From an optimization exercise on the open Yosys and OpenROAD flow, aimed at small area and a short achievable clock period; shortcuts taken in it are not production practice.
Where RTL was checked, it was by simulation tests only, not by an equivalence proof against the original.
Power and IR drop assume default switching activity.

// CPU
module CPU(clock, reset,
imem_addr, imem_data,
dmem_addr, dmem_wdata, dmem_we, dmem_re, dmem_rdata,
rf_we, rf_waddr, rf_wdata);
Size in the first run: about 2800 cells after synthesis, roughly 610 flip-flops, about 100 I/O pins.
export LEC_CHECK = 0
export CAP_MARGIN = 20
export CORE_MARGIN = 2
export CORE_UTILIZATION = 55
export CTS_BUF_LIST = sky130_fd_sc_hd__clkbuf_8
export CTS_CLUSTER_DIAMETER = 50
export CTS_CLUSTER_SIZE = 16
export PLACE_DENSITY = 0.7
export SLEW_MARGIN = 20
create_clock -name core_clock -period 12.0 [get_ports {clock}]
standard.sh (not shown) runs the stock make flow with config.mk's settings and CLKGATE_MAP_FILE= SYNTH_SCRIPT=/design/flow/synth_recipe.tcl, a recipe that flattens the netlist after the stock synthesis.
==> flow/flow/run.sh <==
#!/bin/bash
# Standard ORFS layout, with faster port buffers and a timing-repair target
# tighter than the clock period (the SDC and clock period are unchanged).
set -euo pipefail
bash standard.sh \
  "BUFFER_PORTS_ARGS=-buffer_cell sky130_fd_sc_hd__buf_2" \
  "SETUP_SLACK_MARGIN=7.5" \
  finish > flow.log 2>&1
Change:
--- a/flow/flow/run.sh
+++ b/flow/flow/run.sh
@@ -7 +7 @@
-  "SETUP_SLACK_MARGIN=7.5" \
+  "SETUP_SLACK_MARGIN=7" \
Settings changed: CAP_MARGIN 20 to 10, CORE_UTILIZATION 55 to 62, PLACE_DENSITY 0.7 to 0.75, SLEW_MARGIN 20 to 10.
Result: Final area falls by 1.8%. Setup slack loses 0.023 ns. Total power falls by 1.3%. Wire length falls by 2.8%. Die area falls by 11%. Final cell count falls by 2.3%. Clock-buffer cell count falls by 1. Synthesized area stays the same. Sequential power barely changes. Register-to-register slack loses 0.58 ns.
Change:
Settings changed: CAP_MARGIN 10 to 20, CORE_UTILIZATION 62 to 55, PLACE_DENSITY 0.75 to 0.7, SLEW_MARGIN 10 to 20.
After rerunning:
- total power is higher by 4.0%
- sequential power stays flat
- clock-buffer cell count is higher by 13
- sequential cell count stays the same
- die area is higher by about 12%
- clock power is higher by about 10%
- maximum frequency is about the same
- design area is higher by 0.90%
Change:
--- a/flow/flow/run.sh
+++ b/flow/flow/run.sh
@@ -6 +6 @@
-  "BUFFER_PORTS_ARGS=-buffer_cell sky130_fd_sc_hd__buf_2" \
+  "BUFFER_PORTS_ARGS=-buffer_cell sky130_fd_sc_hd__buf_4" \
Settings changed: CORE_UTILIZATION 55 to 70, PLACE_DENSITY 0.7 to 0.82.
The new run produced a clean layout.
Global-route usage increases by 8.4 points.
Total power decreases by a few percent.
Die area decreases by about a fifth.
Cell area decreases slightly.
Area after synthesis is unchanged.

---

CPU, a different RTL version from the one above (not shown whole).
Size: about 2,700 cells after synthesis, ~610 flip-flops, about 100 I/O pins, about 0.030 mm^2 of cells after synthesis.
clock: 12.0 ns
lec_check: 0
cap_margin: 20
core_margin: 2
core_utilization: 40
cts_buf_list: sky130_fd_sc_hd__clkbuf_8
cts_cluster_diameter: 50
cts_cluster_size: 16
place_density: 0.6
slew_margin: 20
==> flow/flow/run.sh <==
#!/bin/bash
# Standard ORFS layout, with faster port buffers and a timing-repair target
# tighter than the clock period (the SDC and clock period are unchanged).
set -euo pipefail
bash standard.sh \
  "BUFFER_PORTS_ARGS=-buffer_cell sky130_fd_sc_hd__buf_4" \
  "SETUP_SLACK_MARGIN=7" \
  finish > flow.log 2>&1
Change:
CORE_UTILIZATION = 55   (was 40)
PLACE_DENSITY = 0.7   (was 0.6)
=>
- The changed run produced a clean layout
- power goes down by 4.4%
- first-iteration DRC count increases by about 26%
- wire length decreases by 5.7%
- cell count is lower by about 8%
- clock skew goes down by 0.045 ns
- via count came out lower by 0.47%
- die area came out lower by 27%
- count of clock-buffer cells in the layout drops by 14
Change:
--- a/flow/flow/run.sh
+++ b/flow/flow/run.sh
@@ -4,5 +4,5 @@
 set -euo pipefail
 bash standard.sh \
-  "BUFFER_PORTS_ARGS=-buffer_cell sky130_fd_sc_hd__buf_4" \
+  "BUFFER_PORTS_ARGS=-buffer_cell sky130_fd_sc_hd__buf_2" \
   "SETUP_SLACK_MARGIN=7" \
   finish > flow.log 2>&1
CORE_UTILIZATION = 40   (was 55)
CTS_BUF_LIST = sky130_fd_sc_hd__clkbuf_4 sky130_fd_sc_hd__clkbuf_8   (was sky130_fd_sc_hd__clkbuf_8)
CTS_CLUSTER_DIAMETER = 40   (was 50)
CTS_CLUSTER_SIZE = 12   (was 16)
PLACE_DENSITY = 0.6   (was 0.7)
What happened: Non-clock buffer count is higher by 19; combinational power climbs slightly; setup slack degrades by 0.30 ns; global-route usage shrinks by 8.1 points; via count went up slightly; worst hold slack improved by 0.0052 ns; clock-buffer cell count grows by 45; sequential share of layout area is lower by 1.5 points.
Change:
CTS_BUF_LIST = sky130_fd_sc_hd__clkbuf_8   (was sky130_fd_sc_hd__clkbuf_4 sky130_fd_sc_hd__clkbuf_8)
CTS_CLUSTER_DIAMETER = 60   (was 40)
CTS_CLUSTER_SIZE = 20   (was 12)
The changed run completed without violations; final area falls by 2.7%; setup slack gets better by 0.0075 ns; global-route usage falls by 0.31 points; combinational power rises by about 0.7%; total power falls by 12%; first-iteration DRC count falls by 5.4%.
No functional check of the RTL was part of any run of this note.

[separate check: timing with driven ports]
The results above use ideal ports. As a check the final layouts listed here were re-extracted and re-timed, cells and wires unchanged. Step 1 assumes that a clkbuf_16 drives the clock port and a buf_2 every other input. Step 2 also shifts input and output timing later by t, the mid clock arrival at the registers, as if the neighbouring blocks saw the same clock. Three values: ideal, step 1, step 2; two values: the first two.
| run | t, ns | setup slack, ns | hold WS [ns] | worst slew at a driven data input, ns | pins driven straight from the clock port |
|---|---|---|---|---|---|
| the first run of note 1 | 0.763 | 6.830 / 6.683 / 6.683 | 0.349 / 0.349 / 0.349 | 0.24 | 1 |
| the second run of note 1 | 0.762 | 6.807 / 6.663 / 6.299 | 0.355 / 0.355 / 0.355 | 0.24 | 1 |
| the third run of note 1 | 0.732 | 6.817 / 6.573 / 6.469 | 0.352 / 0.352 / 0.352 | 0.35 | 1 |
| the fourth run of note 1 | 0.758 | 6.825 / 6.608 / 6.420 | 0.343 / 0.343 / 0.343 | 0.30 | 1 |
| the first run of note 2 | 0.744 | 6.636 / 6.514 / 6.410 | 0.356 / 0.356 / 0.356 | 0.19 | 1 |
| the second run of note 2 | 0.780 | 6.818 / 6.522 / 6.378 | 0.344 / 0.344 / 0.344 | 0.41 | 1 |
| the third run of note 2 | 0.756 | 6.517 / 6.471 / 6.471 | 0.350 / 0.350 / 0.350 | 0.06 | 1 |
| the fourth run of note 2 | 0.749 | 6.524 / 6.478 / 6.436 | 0.360 / 0.360 / 0.360 | 0.06 | 1 |
After both steps every run listed still meets setup and hold. For the second run of note 1, which loses most, drivers alone change the setup slack by -0.144 ns; drivers and shift together by -0.508 ns.
